From an optimization exercise on the open Yosys and OpenROAD flow, aimed at small area, a short achievable clock period and few clock cycles; shortcuts taken in it are not production practice. Only simulation tests tie the RTL to the original design; equivalence was not proved. Power is estimated from default activity; no workload was simulated.

==> design/flow/design.v <==
module lmfe_med49 (
	clk,
	RST,
	SEN,
	INS,
	DEL,
	MED
);
input  clk;
input  RST;
input  SEN;
input  [7:0] INS;
input  [7:0] DEL;
output [7:0] MED;
wire [7:0] out00, out01, out02, out03, out04, out05, out06, out07, out08, out09,
	out10, out11, out12, out13, out14, out15, out16, out17, out18, out19,
	out20, out21, out22, out23, out24, out25, out26, out27, out28, out29,
	out30, out31, out32, out33, out34, out35, out36, out37, out38, out39,
	out40, out41, out42, out43, out44, out45, out46, out47, out48;
wire [7:0] w_INS, w_DEL, w_min, w_max;
assign MED = out24;
assign w_INS = (SEN)? 255: INS;
assign w_DEL = (SEN)? 255: DEL;
assign w_min = 8'h00;
assign w_max = 8'hff;
COMPARE C00 (.clk(clk), .RST(RST), .INS(w_INS), .DEL(w_DEL), .PRE(w_min), .NXT(out01), .OUT(out00));
COMPARE C01 (.clk(clk), .RST(RST), .INS(w_INS), .DEL(w_DEL), .PRE(out00), .NXT(out02), .OUT(out01));
COMPARE C02 (.clk(clk), .RST(RST), .INS(w_INS), .DEL(w_DEL), .PRE(out01), .NXT(out03), .OUT(out02));
COMPARE C03 (.clk(clk), .RST(RST), .INS(w_INS), .DEL(w_DEL), .PRE(out02), .NXT(out04), .OUT(out03));
COMPARE C04 (.clk(clk), .RST(RST), .INS(w_INS), .DEL(w_DEL), .PRE(out03), .NXT(out05), .OUT(out04));
COMPARE C05 (.clk(clk), .RST(RST), .INS(w_INS), .DEL(w_DEL), .PRE(out04), .NXT(out06), .OUT(out05));
COMPARE C06 (.clk(clk), .RST(RST), .INS(w_INS), .DEL(w_DEL), .PRE(out05), .NXT(out07), .OUT(out06));
COMPARE C07 (.clk(clk), .RST(RST), .INS(w_INS), .DEL(w_DEL), .PRE(out06), .NXT(out08), .OUT(out07));
COMPARE C08 (.clk(clk), .RST(RST), .INS(w_INS), .DEL(w_DEL), .PRE(out07), .NXT(out09), .OUT(out08));
COMPARE C09 (.clk(clk), .RST(RST), .INS(w_INS), .DEL(w_DEL), .PRE(out08), .NXT(out10), .OUT(out09));
COMPARE C10 (.clk(clk), .RST(RST), .INS(w_INS), .DEL(w_DEL), .PRE(out09), .NXT(out11), .OUT(out10));
COMPARE C11 (.clk(clk), .RST(RST), .INS(w_INS), .DEL(w_DEL), .PRE(out10), .NXT(out12), .OUT(out11));
COMPARE C12 (.clk(clk), .RST(RST), .INS(w_INS), .DEL(w_DEL), .PRE(out11), .NXT(out13), .OUT(out12));
COMPARE C13 (.clk(clk), .RST(RST), .INS(w_INS), .DEL(w_DEL), .PRE(out12), .NXT(out14), .OUT(out13));
COMPARE C14 (.clk(clk), .RST(RST), .INS(w_INS), .DEL(w_DEL), .PRE(out13), .NXT(out15), .OUT(out14));
COMPARE C15 (.clk(clk), .RST(RST), .INS(w_INS), .DEL(w_DEL), .PRE(out14), .NXT(out16), .OUT(out15));
COMPARE C16 (.clk(clk), .RST(RST), .INS(w_INS), .DEL(w_DEL), .PRE(out15), .NXT(out17), .OUT(out16));
COMPARE C17 (.clk(clk), .RST(RST), .INS(w_INS), .DEL(w_DEL), .PRE(out16), .NXT(out18), .OUT(out17));
COMPARE C18 (.clk(clk), .RST(RST), .INS(w_INS), .DEL(w_DEL), .PRE(out17), .NXT(out19), .OUT(out18));
COMPARE C19 (.clk(clk), .RST(RST), .INS(w_INS), .DEL(w_DEL), .PRE(out18), .NXT(out20), .OUT(out19));
COMPARE C20 (.clk(clk), .RST(RST), .INS(w_INS), .DEL(w_DEL), .PRE(out19), .NXT(out21), .OUT(out20));
COMPARE C21 (.clk(clk), .RST(RST), .INS(w_INS), .DEL(w_DEL), .PRE(out20), .NXT(out22), .OUT(out21));
COMPARE C22 (.clk(clk), .RST(RST), .INS(w_INS), .DEL(w_DEL), .PRE(out21), .NXT(out23), .OUT(out22));
COMPARE C23 (.clk(clk), .RST(RST), .INS(w_INS), .DEL(w_DEL), .PRE(out22), .NXT(out24), .OUT(out23));
COMPARE C24 (.clk(clk), .RST(RST), .INS(w_INS), .DEL(w_DEL), .PRE(out23), .NXT(out25), .OUT(out24));
COMPARE C25 (.clk(clk), .RST(RST), .INS(w_INS), .DEL(w_DEL), .PRE(out24), .NXT(out26), .OUT(out25));
COMPARE C26 (.clk(clk), .RST(RST), .INS(w_INS), .DEL(w_DEL), .PRE(out25), .NXT(out27), .OUT(out26));
COMPARE C27 (.clk(clk), .RST(RST), .INS(w_INS), .DEL(w_DEL), .PRE(out26), .NXT(out28), .OUT(out27));
COMPARE C28 (.clk(clk), .RST(RST), .INS(w_INS), .DEL(w_DEL), .PRE(out27), .NXT(out29), .OUT(out28));
COMPARE C29 (.clk(clk), .RST(RST), .INS(w_INS), .DEL(w_DEL), .PRE(out28), .NXT(out30), .OUT(out29));
COMPARE C30 (.clk(clk), .RST(RST), .INS(w_INS), .DEL(w_DEL), .PRE(out29), .NXT(out31), .OUT(out30));
COMPARE C31 (.clk(clk), .RST(RST), .INS(w_INS), .DEL(w_DEL), .PRE(out30), .NXT(out32), .OUT(out31));
COMPARE C32 (.clk(clk), .RST(RST), .INS(w_INS), .DEL(w_DEL), .PRE(out31), .NXT(out33), .OUT(out32));
COMPARE C33 (.clk(clk), .RST(RST), .INS(w_INS), .DEL(w_DEL), .PRE(out32), .NXT(out34), .OUT(out33));
COMPARE C34 (.clk(clk), .RST(RST), .INS(w_INS), .DEL(w_DEL), .PRE(out33), .NXT(out35), .OUT(out34));
COMPARE C35 (.clk(clk), .RST(RST), .INS(w_INS), .DEL(w_DEL), .PRE(out34), .NXT(out36), .OUT(out35));
COMPARE C36 (.clk(clk), .RST(RST), .INS(w_INS), .DEL(w_DEL), .PRE(out35), .NXT(out37), .OUT(out36));
COMPARE C37 (.clk(clk), .RST(RST), .INS(w_INS), .DEL(w_DEL), .PRE(out36), .NXT(out38), .OUT(out37));
COMPARE C38 (.clk(clk), .RST(RST), .INS(w_INS), .DEL(w_DEL), .PRE(out37), .NXT(out39), .OUT(out38));
COMPARE C39 (.clk(clk), .RST(RST), .INS(w_INS), .DEL(w_DEL), .PRE(out38), .NXT(out40), .OUT(out39));
COMPARE C40 (.clk(clk), .RST(RST), .INS(w_INS), .DEL(w_DEL), .PRE(out39), .NXT(out41), .OUT(out40));
COMPARE C41 (.clk(clk), .RST(RST), .INS(w_INS), .DEL(w_DEL), .PRE(out40), .NXT(out42), .OUT(out41));
COMPARE C42 (.clk(clk), .RST(RST), .INS(w_INS), .DEL(w_DEL), .PRE(out41), .NXT(out43), .OUT(out42));
COMPARE C43 (.clk(clk), .RST(RST), .INS(w_INS), .DEL(w_DEL), .PRE(out42), .NXT(out44), .OUT(out43));
COMPARE C44 (.clk(clk), .RST(RST), .INS(w_INS), .DEL(w_DEL), .PRE(out43), .NXT(out45), .OUT(out44));
COMPARE C45 (.clk(clk), .RST(RST), .INS(w_INS), .DEL(w_DEL), .PRE(out44), .NXT(out46), .OUT(out45));
COMPARE C46 (.clk(clk), .RST(RST), .INS(w_INS), .DEL(w_DEL), .PRE(out45), .NXT(out47), .OUT(out46));
COMPARE C47 (.clk(clk), .RST(RST), .INS(w_INS), .DEL(w_DEL), .PRE(out46), .NXT(out48), .OUT(out47));
COMPARE C48 (.clk(clk), .RST(RST), .INS(w_INS), .DEL(w_DEL), .PRE(out47), .NXT(w_max), .OUT(out48));
endmodule
module COMPARE (clk, RST, INS, DEL, PRE, NXT, OUT);
input clk;
input RST;
input [7:0] INS;
input [7:0] DEL;
input [7:0] PRE;
input [7:0] NXT;
output reg [7:0] OUT;
reg [7:0] n_OUT;
always @ (posedge clk, posedge RST) begin
	if (RST) begin
		OUT <= 8'hff;
	end else begin
		OUT <= n_OUT;
	end
end
always @ * begin
	n_OUT = OUT;
	if (INS<DEL) begin
		if (OUT>INS && OUT<=DEL && PRE>INS) begin
			n_OUT = PRE;
		end else if (OUT>INS && OUT<=DEL && PRE<=INS) begin
			n_OUT = INS;
		end
	end else if (INS>DEL) begin
		if (OUT<INS && OUT>=DEL && NXT<INS) begin
			n_OUT = NXT;
		end else if (OUT<INS && OUT>=DEL && NXT>=INS) begin
			n_OUT = INS;
		end
	end
end
endmodule
module lmfe_filter_ctrl (
	clk,
	RST,
	IEN,
	DIN,
	Q,
	MED,
	A,
	D,
	CE,
	WE,
	SE,
	INS,
	DEL,
	DOUT,
	OV,
	BZ
);
input			clk;
input			RST;
input			IEN;
input	[7:0]	DIN;
input	[7:0]	Q;
input	[7:0]	MED;
output	[9:0]	A;
output	[7:0]	D;
output			CE;
output			WE;
output			SE;
output	[7:0]	INS;
output	[7:0]	DEL;
output	[7:0]	DOUT;
output			OV;
output			BZ;
parameter ST_IDL = 4'h0;
parameter ST_W7L = 4'h1;
parameter ST_R49 = 4'h2;
parameter ST_R7R = 4'h3;
parameter ST_W1L = 4'h4;
parameter ST_R7D = 4'h5;
parameter ST_R7L = 4'h6;
parameter ST_O1LU = 4'h7;
parameter ST_W1LU = 4'h8;
parameter ST_R7DU = 4'h9;
parameter ST_END = 4'ha;
reg		[9:0]	A;
reg		[7:0]	D;
reg				CE;
reg				WE;
reg				SE;
reg		[7:0]	INS;
reg		[7:0]	DEL;
reg		[7:0]	DOUT;
reg				OV;
reg				BZ;
reg		[7:0]	i;
integer			j;
reg		[7:0]	n_DOUT;
reg				n_BZ;
reg				n_OV;
reg		[9:0]	n_A;
reg		[7:0]	n_D;
reg				n_CE;
reg				n_WE;
reg				n_SE;
reg		[7:0]	n_INS;
reg		[7:0]	n_DEL;
reg		[3:0]	state, n_state;
reg		[9:0]	wa, n_wa;
reg		[9:0]	wc, n_wc;
reg		[5:0]	rc, n_rc;
reg		[7:0]	lc, n_lc;
reg		[14:0]	pc, n_pc;	 
reg		[7:0]	px, n_px;
reg		[7:0]	py, n_py;
reg		[7:0]	mv[0:48];
reg		[7:0]	n_mv[0:48];
reg		[7:0]	mx[0:48];
reg		[7:0]	my[0:48];
reg		[7:0]	ix[0:48];
reg		[7:0]	iy[0:48];
reg				noob[0:48];
reg		[7:0]	med_buf[0:126];
reg		[7:0]	n_med_buf[0:126];
always @ (posedge clk, posedge RST) begin
	if (RST) begin
		state <= ST_IDL;
	end else begin
		state <= n_state;
	end
end
always @ * begin
	n_state = state;
	case (state)
		ST_IDL: begin
			if (IEN) begin
				n_state = ST_W7L;
			end else begin
				n_state = ST_IDL;
			end
		end
		ST_W7L: begin
			if (wc<895) begin
				n_state = ST_W7L;
			end else begin
				n_state = ST_R49;
			end
		end
		ST_R49: begin
			if (rc<51) begin
				n_state = ST_R49;
			end else begin
				n_state = ST_R7R;
			end
		end
		ST_R7R: begin
			if (rc<9) begin
				n_state = ST_R7R;
			end else if (lc==127 && (pc<639 || pc>16000)) begin
				n_state = ST_R7D;
			end else if (lc==127) begin
				n_state = ST_W1L;
			end else begin
				n_state = ST_R7R;
			end
		end
		ST_W1L: begin
			if (wc<128) begin
				n_state = ST_W1L;
			end else begin
				n_state = ST_R7D;
			end
		end
		ST_R7D: begin
			if (rc<9) begin
				n_state = ST_R7D;
			end else begin
				n_state = ST_R7L;
			end
		end
		ST_R7L: begin
			if (rc<9) begin
				n_state = ST_R7L;
			end else if (lc==127 && (pc<511 || pc>16000)) begin
				n_state = ST_O1LU;
			end else if (lc==127) begin
				n_state = ST_W1LU;
			end else begin
				n_state = ST_R7L;
			end
		end
		ST_O1LU: begin
			if (lc<128) begin
				n_state = ST_O1LU;
			end else if (pc<16256) begin
				n_state = ST_R7DU;
			end else begin
				n_state = ST_END;
			end
		end
		ST_W1LU: begin
			if (wc<128) begin
				n_state = ST_W1LU;
			end else begin
				n_state = ST_R7DU;
			end
		end
		ST_R7DU: begin
			if (rc<9) begin
				n_state = ST_R7DU;
			end else begin
				n_state = ST_R7R;
			end
		end
		ST_END: begin
			n_state = ST_END;
		end
		default: begin
			n_state = ST_IDL;
		end
	endcase
end
always @ (posedge clk, posedge RST) begin
	if (RST) begin
		DOUT <= 1'b0;
		BZ   <= 1'b0;
		OV   <= 1'b0;
		A    <= 1'b0;
		D    <= 1'b0;
		CE   <= 1'b1;
		WE   <= 1'b1;
		SE   <= 1'b1;
		INS  <= 8'hff;
		DEL  <= 8'hff;
	end else begin
		DOUT <= n_DOUT;
		BZ   <= n_BZ;
		OV   <= n_OV;
		A    <= n_A;
		D    <= n_D;
		CE   <= n_CE;
		WE   <= n_WE;
		SE   <= n_SE;
		INS  <= n_INS;
		DEL  <= n_DEL;
	end
end
always @ * begin
	n_DOUT = DOUT;
	n_BZ   = BZ;
	n_OV   = OV;
	n_A    = A;
	n_D    = D;
	n_CE   = CE;
	n_WE   = WE;
	n_SE   = SE;
	n_INS  = INS;
	n_DEL  = DEL;
	case (state)
		ST_IDL: begin
			if (IEN) begin
				n_A    = wa;
				n_D    = DIN;
				n_CE   = 1'b0;
				n_WE   = 1'b0;
			end else begin
			end
		end
		ST_W7L: begin
			if (wc<895) begin
				n_BZ = (wc==894)? 1'b1: 1'b0;
				n_A  = wa;
				n_D  = DIN;
			end else begin
				n_CE  = 1'b0;
				n_WE  = 1'b1;
			end
		end
		ST_R49: begin
			if (rc<51) begin
				n_A   = (rc<49)? ((my[rc]-3)<<7) + (mx[rc]-3): 0;				
				n_SE  = (rc>1)? 1'b0: 1'b1;
				n_INS = (rc>1)? (noob[rc-2]>0)? Q: 0: 8'hff;
			end else begin
				n_SE = 1'b1;
			end
		end		
		ST_R7R: begin
			if (rc<9) begin
				n_OV   = (rc<1)? 1'b1: 0;
				n_DOUT = (rc<1)? MED: 0;
				n_A    = (rc<7)? ((my[6+rc*7]-3)<<7) + (mx[6+rc*7]-3): 0;
				n_SE   = (rc>1)? 1'b0: 1'b1;
				n_INS  = (rc>1)? (noob[6+(rc-2)*7]>0)? Q: 0: 8'hff;
				n_DEL  = (rc>1)? mv[0+(rc-2)*7]: 8'hff;
			end else if (lc==127 && (pc<639 || pc>16000)) begin
				n_SE = 1'b1;
			end else if (lc==127) begin
				n_BZ = 1'b0;
				n_SE = 1'b1;
			end else begin
				n_SE = 1'b1;
			end
		end
		ST_W1L: begin
			if (wc<128) begin
				n_BZ   = (wc==127)? 1'b1: 1'b0;
				n_OV   = (rc<1)? 1'b1: 0;
				n_DOUT = (rc<1)? MED: 0;
				n_A    = wa;
				n_D    = DIN;
				n_CE = 0;
				n_WE = 0;
			end else begin
				n_CE = 1'b0;
				n_WE = 1'b1;
			end
		end
		ST_R7D: begin
			if (rc<9) begin
				n_OV   = (rc<1)? 1'b1: 0;
				n_DOUT = (rc<1)? MED: 0;
				n_A    = (rc<7)? ((my[42+rc]-3)<<7) + (mx[42+rc]-3): 0;
				n_SE   = (rc>1)? 1'b0: 1'b1;
				n_INS  = (rc>1)? (noob[42+(rc-2)]>0)? Q: 0: 8'hff;
				n_DEL  = (rc>1)? mv[0+(rc-2)]: 8'hff;
			end else begin
				n_SE = 1'b1;
			end
		end
		ST_R7L: begin
			if (rc<9) begin
				n_A    = (rc<7)? ((my[rc*7]-3)<<7) + (mx[rc*7]-3): 0;
				n_SE   = (rc>1)? 1'b0: 1'b1;
				n_INS  = (rc>1)? (noob[(rc-2)*7]>0)? Q: 0: 8'hff;
				n_DEL  = (rc>1)? mv[6+(rc-2)*7]: 8'hff;				
			end else if (lc==127 && (pc<511 || pc>16000)) begin
				n_SE = 1'b1;
			end else if (lc==127) begin
				n_BZ = 1'b0;
				n_SE = 1'b1;
			end else begin
				n_SE = 1'b1;
			end
		end
		ST_O1LU: begin
			if (lc<128) begin
				n_OV   = 1'b1;
				n_DOUT = (lc<1)? MED: med_buf[127-lc];
			end else if (pc<16256) begin
				n_OV = 1'b0;
			end else begin
				n_OV = 1'b0;
			end
		end
		ST_W1LU: begin
			if (wc<128) begin
				n_BZ = (wc==127)? 1'b1: 1'b0;
				n_OV   = 1'b1;
				n_DOUT = (lc<1)? MED: med_buf[127-lc];
				n_A  = wa;
				n_D  = DIN;
				n_CE = 1'b0;
				n_WE = 1'b0;
			end else begin
				n_OV = 1'b0;
				n_CE = 1'b0;
				n_WE = 1'b1;
			end
		end
		ST_R7DU: begin
			if (rc<9) begin
				n_A    = (rc<7)? ((my[42+rc]-3)<<7) + (mx[42+rc]-3): 0;
				n_SE   = (rc>1)? 1'b0: 1'b1;
				n_INS  = (rc>1)? (noob[42+(rc-2)]>0)? Q: 0: 8'hff;
				n_DEL  = (rc>1)? mv[0+(rc-2)]: 8'hff;
			end else begin
				n_SE = 1'b1;
			end
		end
		ST_END: begin
		end
	endcase
end
always @ (posedge clk, posedge RST) begin
	if (RST) begin
		wa <= 0;
		wc <= 0;
		rc <= 0;
		lc <= 0;
		pc <= 0;
		px <= 3;
		py <= 3;
	end else begin
		wa <= n_wa;
		wc <= n_wc;
		rc <= n_rc;
		lc <= n_lc;
		pc <= n_pc;
		px <= n_px;
		py <= n_py;		
	end
end
always @ (posedge clk, posedge RST) begin
	if (RST) begin
		for (i=0; i<49; i=i+1) begin
			mv[i] <= 0;
		end
	end else begin
		for (i=0; i<49; i=i+1) begin
			mv[i] <= n_mv[i];
		end
	end
end
always @ (posedge clk, posedge RST) begin
	if (RST) begin
		for (i=0; i<127; i=i+1) begin
			med_buf[i] <= 0;
		end
	end else begin
		for (i=0; i<127; i=i+1) begin
			med_buf[i] <= n_med_buf[i];
		end
	end
end
always @ * begin
	n_wa = wa;
	n_wc = wc;
	n_rc = rc;
	n_lc = lc;
	n_pc = pc;
	n_px = px;
	n_py = py;
	case (state)
		ST_IDL: begin
			if (IEN) begin
				n_wa = wa + 1;
				n_wc = 0;
			end else begin
			end
		end
		ST_W7L: begin
			if (wc<895) begin
				n_wa = wa + 1;
				n_wc = wc + 1;
			end else begin
				n_rc = 0;
			end
		end
		ST_R49: begin
			if (rc<51) begin
				n_rc = rc + 1;
			end else begin
				n_rc = 0;
				n_lc = lc + 1;
				n_pc = pc + 1;
				n_px = px + 1;
			end
		end
		ST_R7R: begin	
			if (rc<9) begin
				n_rc = rc + 1;
			end else if (lc==127 && (pc<639 || pc>16000)) begin
				n_rc = 0;
				n_lc = 0;
				n_pc = pc + 1;
				n_py = py + 1;
			end else if (lc==127) begin
				n_wc = 0;
				n_lc = 0;
				n_pc = pc + 1;
				n_py = py + 1;
			end else begin
				n_rc = 0;
				n_lc = lc + 1;
				n_pc = pc + 1;
				n_px = px + 1;
			end
		end
		ST_W1L: begin
			if (wc<128) begin
				n_lc = lc + 1;
				n_wa = wa + 1;
				n_wc = wc + 1;
			end else begin
				n_lc = 0;
				n_rc = 0;
			end
		end
		ST_R7D: begin
			if (rc<9) begin
				n_rc = rc + 1;
			end else begin
				n_rc = 0;
				n_lc = lc + 1;
				n_pc = pc + 1;
				n_px = px - 1;
			end
		end
		ST_R7L: begin
			if (rc<9) begin
				n_rc = rc + 1;
			end else if (lc==127 && (pc<511 || pc>16000)) begin
				n_rc = 0;
				n_lc = 0;
				n_pc = pc + 1;
				n_py = py + 1;
			end else if (lc==127) begin
				n_wc = 0;
				n_lc = 0;
				n_pc = pc + 1;
				n_py = py + 1;
			end else begin
				n_rc = 0;
				n_lc = lc + 1;
				n_pc = pc + 1;
				n_px = px - 1;
			end
		end
		ST_O1LU: begin
			if (lc<128) begin
				n_lc = lc + 1;
			end else if (pc<16256) begin
				n_lc = 0;
			end else begin
			end
		end
		ST_W1LU: begin
			if (wc<128) begin
				n_lc = lc + 1;
				n_wa = wa + 1;
				n_wc = wc + 1;
			end else begin
				n_lc = 0;
				n_rc = 0;
			end
		end
		ST_R7DU: begin
			if (rc<9) begin
				n_rc = rc + 1;
			end else begin
				n_rc = 0;
				n_lc = lc + 1;
				n_pc = pc + 1;
				n_px = px + 1;
			end
		end
		ST_END: begin
		end
	endcase
end
always @ * begin
	for (j=0; j<49; j=j+1) begin
		n_mv[j] = mv[j];
		if (state==ST_R49 && rc<51 && rc>1) begin
			if (j==rc-2) n_mv[j] = (noob[j]>0)? Q: 0;
		end else if (state==ST_R7R && rc<9 && rc >1) begin
			if (j/7==rc-2) n_mv[j] = (j%7==6)? ((noob[j]>0)? Q: 0): mv[(j%7==6)? j: j+1];
		end else if ((state==ST_R7D || state==ST_R7DU) && rc<9 && rc >1) begin
			if (j%7==rc-2) n_mv[j] = (j/7==6)? ((noob[j]>0)? Q: 0): mv[(j/7==6)? j: j+7];
		end else if (state==ST_R7L && rc<9 && rc >1) begin
			if (j/7==rc-2) n_mv[j] = (j%7==0)? ((noob[j]>0)? Q: 0): mv[(j%7==0)? j: j-1];
		end
	end
end
always @ * begin
	for (i=0; i<127; i=i+1) begin
		n_med_buf[i] = med_buf[i];
	end
	if (state==ST_R7L && rc<1) begin
		n_med_buf[lc-1] = MED;
	end else begin
	end
end
always @ * begin
	for (i=0; i<7; i=i+1) begin
		mx[7*i+0] = px-3;
		mx[7*i+1] = px-2;
		mx[7*i+2] = px-1;
		mx[7*i+3] = px;
		mx[7*i+4] = px+1;
		mx[7*i+5] = px+2;
		mx[7*i+6] = px+3;
	end
end
always @ * begin
	for (i=0; i<7; i=i+1) begin
		my[i+0] = py-3;
		my[i+7] = py-2;
		my[i+14] = py-1;
		my[i+21] = py;
		my[i+28] = py+1;
		my[i+35] = py+2;
		my[i+42] = py+3;
	end
end
always @ * begin
	for (i=0; i<49; i=i+1) begin
		noob[i] = (mx[i]>2 && mx[i]<131 && my[i]>2 && my[i]<131)? 1'b1: 1'b0;
	end
end
endmodule
module lmfe_top (
	clk,
	reset,
	Din,
	in_en,
	busy,
	out_valid,
	Dout,
	sram_a,
	sram_d,
	sram_cen,
	sram_wen,
	sram_q
);
input			clk;
input			reset;
input	[7:0]	Din;
input			in_en;
output			busy;
output			out_valid;
output	[7:0]	Dout;
output	[9:0]	sram_a;
output	[7:0]	sram_d;
output			sram_cen;
output			sram_wen;
input	[7:0]	sram_q;
wire	[9:0]	sram_address;
wire	[7:0]	sram_in;
wire	[7:0]	sram_out;
wire	[7:0]	sort_insert;
wire	[7:0]	sort_delete;
wire	[7:0]	sort_median;
wire 			chip_enable;
wire			write_enable;
wire			sort_enable;
lmfe_filter_ctrl i_lmfe_filter_ctrl (
	.clk	(clk),
	.RST	(reset),
	.IEN	(in_en),
	.DIN	(Din),
	.Q		(sram_out),
	.MED	(sort_median),
	.A		(sram_address),
	.D		(sram_in),	
	.CE		(chip_enable),
	.WE		(write_enable),
	.SE		(sort_enable),
	.INS	(sort_insert),
	.DEL	(sort_delete),
	.DOUT	(Dout),
	.OV		(out_valid),
	.BZ		(busy)
);
lmfe_med49 i_lmfe_med49 (
	.clk	(clk),
	.RST	(reset),
	.SEN	(sort_enable),
	.INS	(sort_insert),
	.DEL	(sort_delete),
	.MED	(sort_median)
);
assign sram_a   = sram_address;
assign sram_d   = sram_in;
assign sram_cen = chip_enable;
assign sram_wen = write_enable;
assign sram_out = sram_q;
endmodule
==> design/flow/run.sh <==
#!/bin/bash
# synth_recipe.tcl (not shown) runs the flow's synth.tcl, then flattens the netlist and writes it again
# the make line also repeats each setting of config.mk as NAME=value (left out here)
make -C /OpenROAD-flow-scripts/flow DESIGN_CONFIG=/design/flow/config.mk WORK_HOME=/design/flow/orfs CLKGATE_MAP_FILE= SYNTH_SCRIPT=/design/flow/synth_recipe.tcl finish
==> design/flow/config.mk <==
export PLATFORM = sky130hd
export DESIGN_NAME = lmfe_top
export DESIGN_NICKNAME = lmfe_top
export VERILOG_FILES = /design/flow/design.v
export SDC_FILE = /design/flow/constraint.sdc
export NUM_CORES = 4
export LEC_CHECK = 0
export CAP_MARGIN = 20
export CORE_MARGIN = 2
export CORE_UTILIZATION = 22
export PLACE_DENSITY = 0.3
export SLEW_MARGIN = 20
==> design/flow/constraint.sdc <==
create_clock -name core_clock -period 10.0 [get_ports {clk}]
set_input_delay 2.0000 -clock core_clock [delete_from_list [all_inputs] [get_ports {clk}]]
set_output_delay 2.0000 -clock core_clock [all_outputs]
set_load 0.01 [all_outputs]
==> results.sh <==
export IMPL_drt_pass1_iterations=13
export IMPL_wl_microns=1090000
export IMPL_place_ws_ns=1.86
export IMPL_totalPowerFinal_mw=18.5
export IMPL_cts_resized_gates=0
export IMPL_insertion_delay_ns=1.02
export IMPL_max_freq_ghz=0.119
export IMPL_power_density_mw_per_mm2=114
export IMPL_critPathMaxFanout=25
export IMPL_holdPathStages=1
export IMPL_path_buf_inv=7
export IMPL_ant_nets=0
export IMPL_synthCells=14800
export IMPL_cp_cell_sequence="buf_4, inv_1, buf_4, ha_1, a21boi_1, xnor2_2, inv_1, fa_1, inv_1, ha_1, a21oi_1, and2_1, xnor2_4, nand2_1, nor2_2, buf_4, or3_1, nor4_4, buf_4, a211oi_1, a31oi_2, o41ai_1, a21oi_1"
export IMPL_synth_cell_types=134
export IMPL_synth_edf_count=0
export IMPL_critPathTopFamily="compound AO/OA/AOI/OAI gates"
export IMPL_avgSynthCellArea_sq_um=9.21
export IMPL_finalNetCount=16100
export IMPL_worst_pin_slew_ns=1.33
export IMPL_synth_main_ff_cell="dfrtp_1"
export IMPL_cp_depth=23
export IMPL_drcViolationCount=0
export IMPL_slowest_stage="nand2_1"
export IMPL_ff2ff_path_depth=23
export IMPL_clkTransAtPathRegs_ns=0.06
export IMPL_slowest_delay_ns=0.62
export IMPL_worst_ep_required_time_ns=10.87
export IMPL_p_leak_nw=66.9
export IMPL_grt_max_degree=153
export IMPL_synth_seq_area_share=0.357
export IMPL_clock_sink_count=1916
export IMPL_ff_latch_area_sq_mm=0.0485
export IMPL_antenna_found_initial=231
export IMPL_multi_input_area_sq_mm=0.0844
export IMPL_postCtsSetupRepairBufs=0
export IMPL_cp_arrival_ns=9.30
export IMPL_cpMostUsedCell="buf_4"
export IMPL_report_final_slew_viol_count=0
export IMPL_tritoncts="built"
export IMPL_end_kind="flop"
export IMPL_rsz0062_at_grt="false"
export IMPL_root_buffer="clkbuf_16"
export IMPL_grt_use_total=0.336
export IMPL_gr_total_overflow=0
export IMPL_coreArea_sq_mm=0.615
export IMPL_fillers=65800
export IMPL_cts_hold_buf=0
export IMPL_skew_ns=0.113
export IMPL_vias_per_cell=5.94
export IMPL_num_vias=140000
export IMPL_std_cell_rows=288
export IMPL_die_w_microns=790
export IMPL_max_cap_viol_count=0
export IMPL_layout_worst_path_cycle_share=0.843
export IMPL_initial_core_util=0.221
export IMPL_die_area_sq_mm=0.624
export IMPL_clock_path_buffers=4
export IMPL_synth_top_area_frac=0.276
export IMPL_cts_max_level=5
export IMPL_hp_start="i_lmfe_filter_ctrl.wa[9]$_DFFE_PP0P_"
export IMPL_die_h_microns=790
export IMPL_finalWorstPathRequiredPeriod_ns=8.43
export IMPL_synth_async_sr_flop_share=1.00
export IMPL_synth_common_cells="1765 x nor2_1, 1501 x dfrtp_1, 1090 x mux2_2"
export IMPL_yosysMostFrequentCell="nor2_1"
export IMPL_crit_type="reg2reg"
export IMPL_hold_path_class="reg2reg"
export IMPL_setup_viol=0
export IMPL_synth_fp_nets=15700
export IMPL_ir_drop_mv=0.156
export IMPL_ioPinCount=49
export IMPL_status="complete, no violations"
export IMPL_yosys_top_cells_area="dfrtp_1 28%, mux2_2 9.0%, dfstp_2 8.0%"
export IMPL_grt_pass1_vias=134000
export IMPL_drive_above_1_share=0.229
export IMPL_r2r_start="i_lmfe_filter_ctrl.rc[2]$_DFFE_PP0P_"
export IMPL_fin_ws_ns=1.57
export IMPL_area_growth_pct=19.3
export IMPL_grt_pass1_wl_microns=1410000
export IMPL_numCtsBuffers=279
export IMPL_wl_per_cell_microns=46.0
export IMPL_slew_headroom=0.111
export IMPL_drt_iter0_drc=18900
export IMPL_synth_warning_count=9
export IMPL_setup_tns_ns=0
export IMPL_synth_area_sq_mm=0.136
export IMPL_io_buffers=48
export IMPL_hold_violations=0
export IMPL_startpoint_type="flop"
export IMPL_hpwl_microns=776000
export IMPL_synth_top_area_cell="dfrtp_1"
export IMPL_place_gp_congestion=1.06
export IMPL_ys_ff_latch=1916
export IMPL_crit_path_start="i_lmfe_filter_ctrl.rc[2]$_DFFE_PP0P_"
-- state kept, by name (all words and copies together), names as in the netlist, 10 cells and up --
name,count
i_lmfe_filter_ctrl.A,10
i_lmfe_filter_ctrl.med_buf,1016
i_lmfe_filter_ctrl.wc,10
i_lmfe_filter_ctrl.pc,15
i_lmfe_filter_ctrl.wa,10
i_lmfe_filter_ctrl.mv,392
-- through the flow --
step                hold WS (ns)  utilization  area [sq um]  std cells
floorplan                  0.434            -        136000      14800
global placement           0.459        0.247        152000      23000
detailed placement         0.460        0.248        152000      23000
CTS                        0.468        0.263        162000      23500
global route               0.504        0.263        162000      23500
finish                     0.464        0.263        162000      23600
-- worst paths after layout --
check                      slack, ns                                     to
min in group asynchronous       2.01   i_lmfe_filter_ctrl.px[4]$_DFFE_PP0P_
setup / recovery                1.57  i_lmfe_filter_ctrl.INS[3]$_DFFE_PP1P_
setup reg to reg                1.57  i_lmfe_filter_ctrl.INS[3]$_DFFE_PP1P_
hold / removal                  0.46   i_lmfe_filter_ctrl.wa[9]$_DFFE_PP0P_
max in group asynchronous       6.08    i_lmfe_med49.C19.OUT[2]$_DFFE_PP1P_
hold reg to reg                 0.46   i_lmfe_filter_ctrl.wa[9]$_DFFE_PP0P_
-- worst register-to-register path, delay by kind of cell (launching register included) --
family                   cells  cell delay (ns)
AO/OA/AOI/OAI                6             2.24
XOR/XNOR                     2             0.76
adder cells (fa/ha/maj)      3             1.50
buffers and inverters        7             1.62
flip-flops                   1             0.36
AND/OR/NAND/NOR              5             1.84
-- per-layer routing --
| metal | vias up | wire length (microns) | global-route usage |
|---|---|---|---|
| met5 | - | 558 | 0 |
| met2 | 7002 | 459000 | 0.500 |
| met1 | 73800 | 489000 | 0.465 |
| met4 | 42 | 58900 | 0.156 |
| li1 | 57800 | - | - |
| met3 | 1744 | 80100 | 0.0681 |
-- report_power, final --
part,leakage [nW],switching (mW),internal [mW]
clock network,4.58,4.41,6.11
registers,23.3,0.000878,7.77
logic,39.0,0.224,0.0284
-- cell families after synthesis --
kind of cell	count (synthesis)	share of synthesized area
AO/OA/AOI/OAI	4963	0.257
AND/OR/NAND/NOR	4289	0.145
flip-flops	1916	0.357
multiplexers	1440	0.117
buffers and inverters	1125	0.0329
adder cells (fa/ha/maj)	881	0.0816
XOR/XNOR	148	0.0106
-- final cells by class --
type                            instances  area share
Antenna cell                           95     0.00147
Inverter                              183     0.00448
Tap cell                             8120      0.0627
Multi-Input combinational cell      11700       0.521
Clock inverter                         78     0.00655
Timing Repair Buffer                 1093      0.0538
Sequential cell                      1916       0.299
Clock buffer                          418      0.0510
-- placed cells by master, fill, tap and decap left out, types with 60 or more instances in the layout --
cell type,Yosys,layout
xnor2_1,82,80
inv_1,176,168
o311ai_0,194,193
mux2i_1,341,336
clkbuf_16,0,283
o22ai_1,61,61
dfrtp_1,1501,1497
nand3_1,189,189
nor3_1,223,194
a222oi_1,263,263
a21oi_1,1010,1004
a31oi_1,204,202
mux2_2,1090,1090
nor2_1,1765,1567
a211oi_1,73,68
clkbuf_8,0,69
diode_2,0,95
o211ai_1,191,191
o21a_1,258,257
nor2_2,7,159
nand2b_1,159,159
buf_4,8,1006
o31ai_1,65,60
ha_1,868,864
clkbuf_1,765,67
a22oi_1,678,678
a21o_1,181,180
a221oi_1,276,275
nor2b_1,133,131
dfstp_2,415,407
nand2_1,1037,1033
a22o_1,250,250
nand4_1,379,379
or2_2,73,65
a221o_1,77,77
o21ai_0,750,744
Testbench counts, summed over its fixed seeds: cycles 1,085,424.

[port drivers added, routing unchanged]
Ports are ideal in the flow. The routed layout listed here was re-timed in OpenROAD. Step 1 sets driving cells, clkbuf_16 on the clock port and buf_2 on the other inputs (assumed; they add their load-dependent delay and slew). Step 2 moves the port delays by t, midway between the first and last clock arrival at a register: inputs arrive t later, outputs are due t later. That takes back most of the time a late clock gives input paths. a / b / c = ideal ports / drivers / drivers and shift; a / b = the first two.
shift t [ns]: 1.111
setup slack, ns: 1.567 / 1.567 / 1.567
worst setup path after step 2: register to register
slew at the worst register clock pin (ns): 0.07 / 0.07
worst data-port slew with drivers (ns): 0.14
After both steps setup and hold are still met in this run. For this run, drivers alone change the setup slack by 0.000 ns; drivers and shift together by 0.000 ns.
